What follows belongs to an exercise in optimizing a design on an open flow for small area and a short achievable clock period; a production flow would make more cautious choices. In this exercise RTL edits were held to simulation tests only and were not proved equivalent to the original. Power figures rest on the tool's default switching activity, not on a simulated workload.

==> design/flow/constraint.sdc <==
create_clock -name core_clock -period 7.0 [get_ports {clk}]
set_input_delay 1.4000 -clock core_clock [delete_from_list [all_inputs] [get_ports {clk}]]
set_output_delay 1.4000 -clock core_clock [all_outputs]
set_load 0.01 [all_outputs]
==> design/flow/run.sh <==
#!/bin/bash
# synth_recipe.tcl (not shown) runs the flow's synth.tcl, then flattens the netlist and writes it again
# the make line also repeats each setting of config.mk as NAME=value (left out here)
make -C /OpenROAD-flow-scripts/flow DESIGN_CONFIG=/design/flow/config.mk WORK_HOME=/design/flow/orfs CLKGATE_MAP_FILE= SYNTH_SCRIPT=/design/flow/synth_recipe.tcl finish
==> design/flow/design.v <==
module alu_top (clk, A, B, sel, Cin, Y, Zero);
	input clk;
	input [31:0] A, B;
	input [3:0] sel;
	input Cin;
	output [31:0] Y;
	output Zero;
	reg [31:0] a_q, b_q;
	reg [3:0]  sel_q;
	reg        cin_q;
	reg [31:0] y_q;
	reg        zero_q;
	wire [31:0] y_d;
	wire        zero_d;
	ALU u_alu (.A(a_q), .B(b_q), .sel(sel_q), .Cin(cin_q), .Y(y_d), .Zero(zero_d));
	always @(posedge clk) begin
		a_q    <= A;
		b_q    <= B;
		sel_q  <= sel;
		cin_q  <= Cin;
		y_q    <= y_d;
		zero_q <= zero_d;
	end
	assign Y    = y_q;
	assign Zero = zero_q;
endmodule

module ALU (A, B, sel, Cin, Y, Zero);
	input [32 - 1 : 0] A, B;
	input [3 : 0] sel;
	input Cin;
	output reg[32 - 1 : 0] Y;
	output reg Zero;
	wire out_add,out_or,out_not,out_xor,out_xnor,out_nor;
	wire[32-1:0] out_dec;
	wire[5-1:0]  out_arb;
	AND  a1(.a(A[0]),.b(B[0]),.c(out_add));
	OR   a2(.a(A[0]),.b(B[0]),.c(out_or));
	NOT  a3(.a(A[0]),.b(out_not));
	XOR  a4(.a(A[0]),.b(B[0]),.c(out_xor));
	XNOR a5(.a(A[0]),.b(B[0]),.c(out_xnor));
	NOR  a6(.a(A[0]),.b(B[0]),.c(out_nor));
	Decoder a7(.a(A[5-1:0]),.b(out_dec[32-1:0]));
	Arbiter a8(.r(A[5-1:0]),.g(out_arb[5-1:0]));
	always@(*)begin
		case(sel)
			4'b0000:begin
				Y = {31'b0,out_add};
				if(out_add == 0)
					Zero = 1;
				else
					Zero = 0;
			end
			4'b0001:begin
				Y = {31'b0,out_or};
				if(out_or == 0)
					Zero = 1;
				else
					Zero = 0;
			end
			4'b0010:begin
				Y = {31'b0,out_not};
                if(out_not == 0)
                    Zero = 1;
                else
                    Zero = 0;
			end
			4'b0011:begin
				Y = {31'b0,out_xor};
                if(out_xor == 0)
                    Zero = 1;
                else
                    Zero = 0;
			end
			4'b0100:begin
				Y = {31'b0,out_xnor};
                if(out_xnor == 0)
                    Zero = 1;
                else
                    Zero = 0;
			end
			4'b0101:begin
				Y = {31'b0,out_nor};
                if(out_nor == 0)
                    Zero = 1;
                else
                    Zero = 0;
			end
			4'b0110:begin
				Y = A + B + Cin;
				if(Y == 0)
					Zero = 1;
				else
					Zero = 0;
			end
			4'b0111:begin
				Y = A - B;
				if(Y == 0)
					Zero = 1;
				else
					Zero = 0;
			end
			4'b1000:begin
				if(A > B)
					Y = A - B;
				else
					Y = B - A;
				if(Y == 0)
					Zero = 1;
				else
					Zero = 0;
			end
			4'b1001:begin
				Y = A[15:0]*B[15:0];
				if(Y == 0)
					Zero = 1;
				else
					Zero = 0;
			end
			4'b1010:begin
				Y = A << 1'b1;
				if(Y == 0)
					Zero = 1;
				else
					Zero = 0;
			end
			4'b1011:begin
				Y = $signed(A) <<< 1'b1;
				if(Y == 0)
					Zero = 1;
				else
					Zero = 0;
			end
			4'b1100:begin
				Y = A >> 1'b1;
				if(Y == 0)
					Zero = 1;
				else
					Zero = 0;
			end
			4'b1101:begin
				Y = $signed(A) >>> 1'b1;
				if(Y == 0)
					Zero = 1;
				else
					Zero = 0;
			end
			4'b1110:begin
				Y = out_dec;
				Zero = 1'b0;
			end
			4'b1111:begin
				Y = out_arb;
				Zero = 1'b0;
			end
		endcase
	end
endmodule 
module Arbiter(r, g);  
	input [5 - 1 : 0] r;
	output[5 - 1 : 0] g;
	reg [5 - 1 : 0] g;
	always@(*)begin
		casex(r)
			5'b00000: g = 5'b00000; 
			5'bxxxx1: g = 5'b00001; 
			5'bxxx10: g = 5'b00010; 
			5'bxx100: g = 5'b00100; 
			5'bx1000: g = 5'b01000;  
			5'b10000: g = 5'b10000; 
			 default: g = 5'hx;
		endcase
	end
endmodule
module Decoder(a, b);  
	input [5 - 1 : 0] a;
	output[32- 1 : 0] b;
	wire[32 - 1 : 0]b = 1 << a;
endmodule
module AND (a, b, c);
	input  a, b;
	output c;
	wire and1;
	nand nand_to_and1(and1,a,b);
	nand nand_to_and2(c,and1,and1);
endmodule
module OR (a, b, c);
	input  a, b;
	output c;
	wire or1,or2;
	nand nand_to_or1(or1,a,a);
	nand nand_to_or2(or2,b,b);
	nand nand_to_or3(c,or1,or2);
endmodule
module NOT (a, b);
	input  a;
	output b;
	nand nand_to_not(b,a,a);
endmodule
module NOR (a, b, c);
	input  a, b;
	output c;
	wire nor1,nor2,nor3;
	nand nand_to_nor1(nor1,a,a);
	nand nand_to_nor2(nor2,b,b);
	nand nand_to_nor3(nor3,nor1,nor2);
	nand nand_to_nor4(c,nor3,nor3);
endmodule
module XNOR (a, b, c);
	input  a, b;
	output c;
	wire xnor1,xnor2,xnor3,xnor4;
	nand nand_to_xnor1(xnor1,a,b);
	nand nand_to_xnor2(xnor2,xnor1,a);
	nand nand_to_xnor3(xnor3,xnor1,b);
	nand nand_to_xnor4(xnor4,xnor3,xnor2);
	nand nand_to_xnor5(c,xnor4,xnor4);
endmodule
module XOR (a, b, c);
	input  a, b;
	output c;
	wire xor1,xor2,xor3;
	nand nand_to_xor1(xor1,a,b);
	nand nand_to_xor2(xor2,xor1,a);
	nand nand_to_xor3(xor3,xor1,b);
	nand nand_to_xor4(c,xor3,xor2);
endmodule
==> design/flow/config.mk <==
export PLATFORM = sky130hd
export DESIGN_NAME = alu_top
export DESIGN_NICKNAME = alu_top
export VERILOG_FILES = /design/flow/design.v
export SDC_FILE = /design/flow/constraint.sdc
export NUM_CORES = 4
export LEC_CHECK = 0
export CAP_MARGIN = 20
export CORE_MARGIN = 2
export CORE_UTILIZATION = 30
export PLACE_DENSITY = 0.5
export SLEW_MARGIN = 20
==> run notes <==
==> state kept, by name, indices dropped and copies added, names as in the netlist <==
register	cells
zero_q	1
cin_q	1
y_q	32
sel_q	4
a_q	32
b_q	32
==> cell families (layout without fill, tap and decap cells) <==
kind of cell | count (synthesis) | after routing | share of synthesized area
and+or+nand+nor | 741 | 741 | 0.185
AOI/OAI and AO/OA | 587 | 587 | 0.209
buffers and inverters | 468 | 613 | 0.0976
adders and majority gates | 397 | 397 | 0.341
xor gates and xnor gates | 104 | 104 | 0.0482
DFF | 102 | 102 | 0.108
muxes | 21 | 21 | 0.0113
other | 0 | 2 | 0
==> path summary, 6_finish.rpt <==
path	slack (ns)	cells after the start	end
hold / removal	0.73	3	y_q[0]$_DFF_P_
hold reg to reg	0.73	3	y_q[0]$_DFF_P_
setup / recovery	0.22	27	zero_q$_DFF_P_
setup reg to reg	0.22	27	zero_q$_DFF_P_
==> metrics by stage <==
step | cell area, sq um | TNS, ns | setup WS, ns | utilization
floorplan | 18900 | 0 | 0.574 | -
global placement | 21600 | -0.00779 | -0.00779 | 0.344
detailed placement | 21600 | -0.0825 | -0.0825 | 0.344
CTS | 21900 | 0 | 0.0722 | 0.349
global route | 22100 | -0.0770 | -0.0770 | 0.352
finish | 22100 | 0 | 0.225 | 0.352
==> cells in the mapped netlist, types with 27 or more instances <==
| library cell | count | area [sq um] |
|---|---|---|
| a21oi_1 | 163 | 816 |
| nand2_1 | 243 | 912 |
| dfxtp_1 | 102 | 2040 |
| nand3_1 | 39 | 195 |
| clkbuf_1 | 86 | 323 |
| inv_1 | 329 | 1230 |
| nor3_1 | 41 | 205 |
| o21ai_0 | 101 | 505 |
| nand4_1 | 27 | 169 |
| xnor2_1 | 81 | 709 |
| ha_1 | 199 | 2490 |
| nor2_1 | 236 | 886 |
| fa_1 | 198 | 3960 |
| a21o_1 | 35 | 263 |
==> worst max-delay path, stage by stage (launching register included) <==
cell and delay, ns:
dfxtp_4 0.41, inv_1 0.24, buf_4 0.22, nor2_1 0.07, fa_1 0.47, inv_1 0.05
fa_1 0.47, inv_1 0.06, fa_1 0.51, fa_1 0.46, fa_1 0.52, inv_1 0.05
fa_1 0.47, inv_1 0.04, ha_1 0.29, nand2_1 0.12, nor4_2 0.28, buf_4 0.16
nand3_1 0.09, a311oi_1 0.32, o32ai_1 0.16, xnor2_1 0.17, nor4_1 0.29, nand4_1 0.14
o31ai_1 0.25, buf_4 0.20, a31oi_1 0.05, a31oi_1 0.14
==> routing by layer <==
| layer | track usage | wire [microns] | part of all wire | vias up |
|---|---|---|---|---|
| met5 | 0 | 40 | 0.00047 | - |
| li1 | - | - | - | 8540 |
| met1 | 0.379 | 38800 | 0.45 | 9502 |
| met3 | 0.0475 | 6870 | 0.080 | 144 |
| met2 | 0.410 | 37600 | 0.44 | 884 |
| met4 | 0.0765 | 2580 | 0.030 | 6 |
==> placed cells by master, fill, tap and decap left out, types with 18 or more instances in the layout <==
cell type | Yosys | final
nand4_1 | 27 | 27
nor2_1 | 236 | 235
o21a_1 | 18 | 18
dfxtp_1 | 102 | 90
fa_1 | 198 | 198
a21oi_1 | 163 | 161
mux2i_1 | 18 | 18
nor3_1 | 41 | 40
nand3_1 | 39 | 39
a222oi_1 | 20 | 20
inv_1 | 329 | 325
o211ai_1 | 21 | 21
nor2b_1 | 19 | 19
a31oi_1 | 22 | 20
a21o_1 | 35 | 35
ha_1 | 199 | 199
nand2_1 | 243 | 243
nor4_1 | 22 | 21
buf_4 | 5 | 151
clkdlybuf4s50_1 | 0 | 102
xor2_1 | 23 | 23
xnor2_1 | 81 | 79
o21ai_0 | 101 | 101
==> final cells by class <==
cell class / count / area [sq um] / area share
diodes: 2 / 5.00 / 0.000226
clock buffers: 9 / 225 / 0.0102
clock inverters: 7 / 104 / 0.00470
inverters: 339 / 1280 / 0.0578
multi-input cells: 1850 / 15100 / 0.684
flip-flops and latches: 102 / 2060 / 0.0933
well taps: 846 / 1060 / 0.0479
repair buffers: 258 / 2250 / 0.102
==> power breakdown <==
group / internal, uW / total (uW) / switching (uW)
sequential: 658 / 716 / 58.4
clock: 318 / 601 / 283
combinational: 4030 / 9630 / 5590
total: 5010 / 10900 / 5940
==> what timing repair did <==
| action | 4_1_cts | 5_1_grt |
|---|---|---|
| endpoints found under the setup margin | 1 | 7 |
| setup buffers | 0 | 6 |
| resized for setup | 2 | 33 |
| pin swaps | 0 | 3 |
==> out/qor.yml <==
status: "no timing/DRC/antenna violations"
instances_no_fill: 3413
cts_tree: "built"
nets: 3027
areaGrowthSynthToFinish_pct: 16.8
total_power_uw: 10900
drv_cap: 0
grt_max_degree: 32
yosysWarnings: 3
syn_nets: 2887
worst_slew_pin_slew_ns: 1.08
drtIter0Drc: 2349
end_kind: "flip-flop"
slew_viol_final: 0
antenna_found_initial: 4
slew_headroom: 0.276
hp-start: "sel_q[1]$_DFF_P_"
crit_required_ns: 7.34
cp_data_arrival_time_ns: 7.11
start_util: 0.302
cts_buffer_depth: 2
gp_congestion: 0.972
skew_ns: 0.0277
cts_inserted_buffers: 9
core_area_sq_um: 62700
hold_slack_ns: 0.727
vias: 19076
drt-pass1-iter-count: 8
ir_drop_uv: 601
layout-drive-gt1-share: 0.0932
numPortBuffers: 102
synth_edf_count: 0
wl_per_cell_microns: 25.2
rows: 92
grt_pass1_vias: 18951
start_kind: "flip-flop"
cts_max_level: 3
totalWireLength_microns: 85900
cts_hold_buf: 0
p_leak_uw: 0.00997
synth_ff_type: "dfxtp_1"
grt_pass1_wl_microns: 127000
root_buffer: "clkbuf_16"
netlist_instances: 2420
yosysUniqueCellTypes: 91
critPathLaunch: "a_q[10]$_DFF_P_"
r2r-start: "a_q[10]$_DFF_P_"
io_pins: 103
fp.dieW_microns: 255
ys_seq_area_frac: 0.108
cts_sinks: 102
max_clock_freq_ghz: 0.148
hpwl_microns: 71300
syn_area_sq_um: 18900
postSynth.asyncResetShare: 0
syn_area_per_cell_sq_um: 7.82
gr-total-overflow: 0
ys_ff_latch: 102
via_per_inst: 5.59
powerDensity_nw_per_um2: 495
clk_latency_ns: 0.42
track_usage: 0.266
fp.dieH_microns: 255
cp_max_fo: 6
ant_nets: 0
cts.reportedPaths.clkPinSlew_ns: 0.08
setup_viol: 0
fillerInstances: 6611
placedCellCount: 3389
drc: 0
finalCritPeriodShare: 0.968
path_class: "reg2reg"
die-area_sq_um: 65100
min_period_ns: 6.78
hold_violations: 0
hold_class: "reg2reg"

re-timing with driven ports:
In the flow no input, the clock included, has a driving cell. The finished layout below was timed again as built, in two steps. Step 1 (the two cells are an assumption about what drives the block):
set clk [get_ports {clk}]
set_driving_cell -lib_cell sky130_fd_sc_hd__clkbuf_16 $clk
set_driving_cell -lib_cell sky130_fd_sc_hd__buf_2 [delete_from_list [all_inputs] $clk]
Step 2 moves the port delays by t, midway between the first and last clock arrival at a register: inputs arrive t later, outputs are due t later. That takes back most of the time a late clock gives input paths. Slacks: no drivers / after step 1 / after step 2; pairs: no drivers / after step 1.
t, ns: 0.463
slack for setup (ns): 0.225 / 0.225 / 0.225
worst setup path at the end: register to register
worst register clock-pin slew, ns: 0.10 / 0.10
worst data-port slew with drivers (ns): 0.05
After both steps this run still meets setup and hold. For this run, drivers alone change the setup slack by 0.000 ns; drivers and shift together by 0.000 ns.
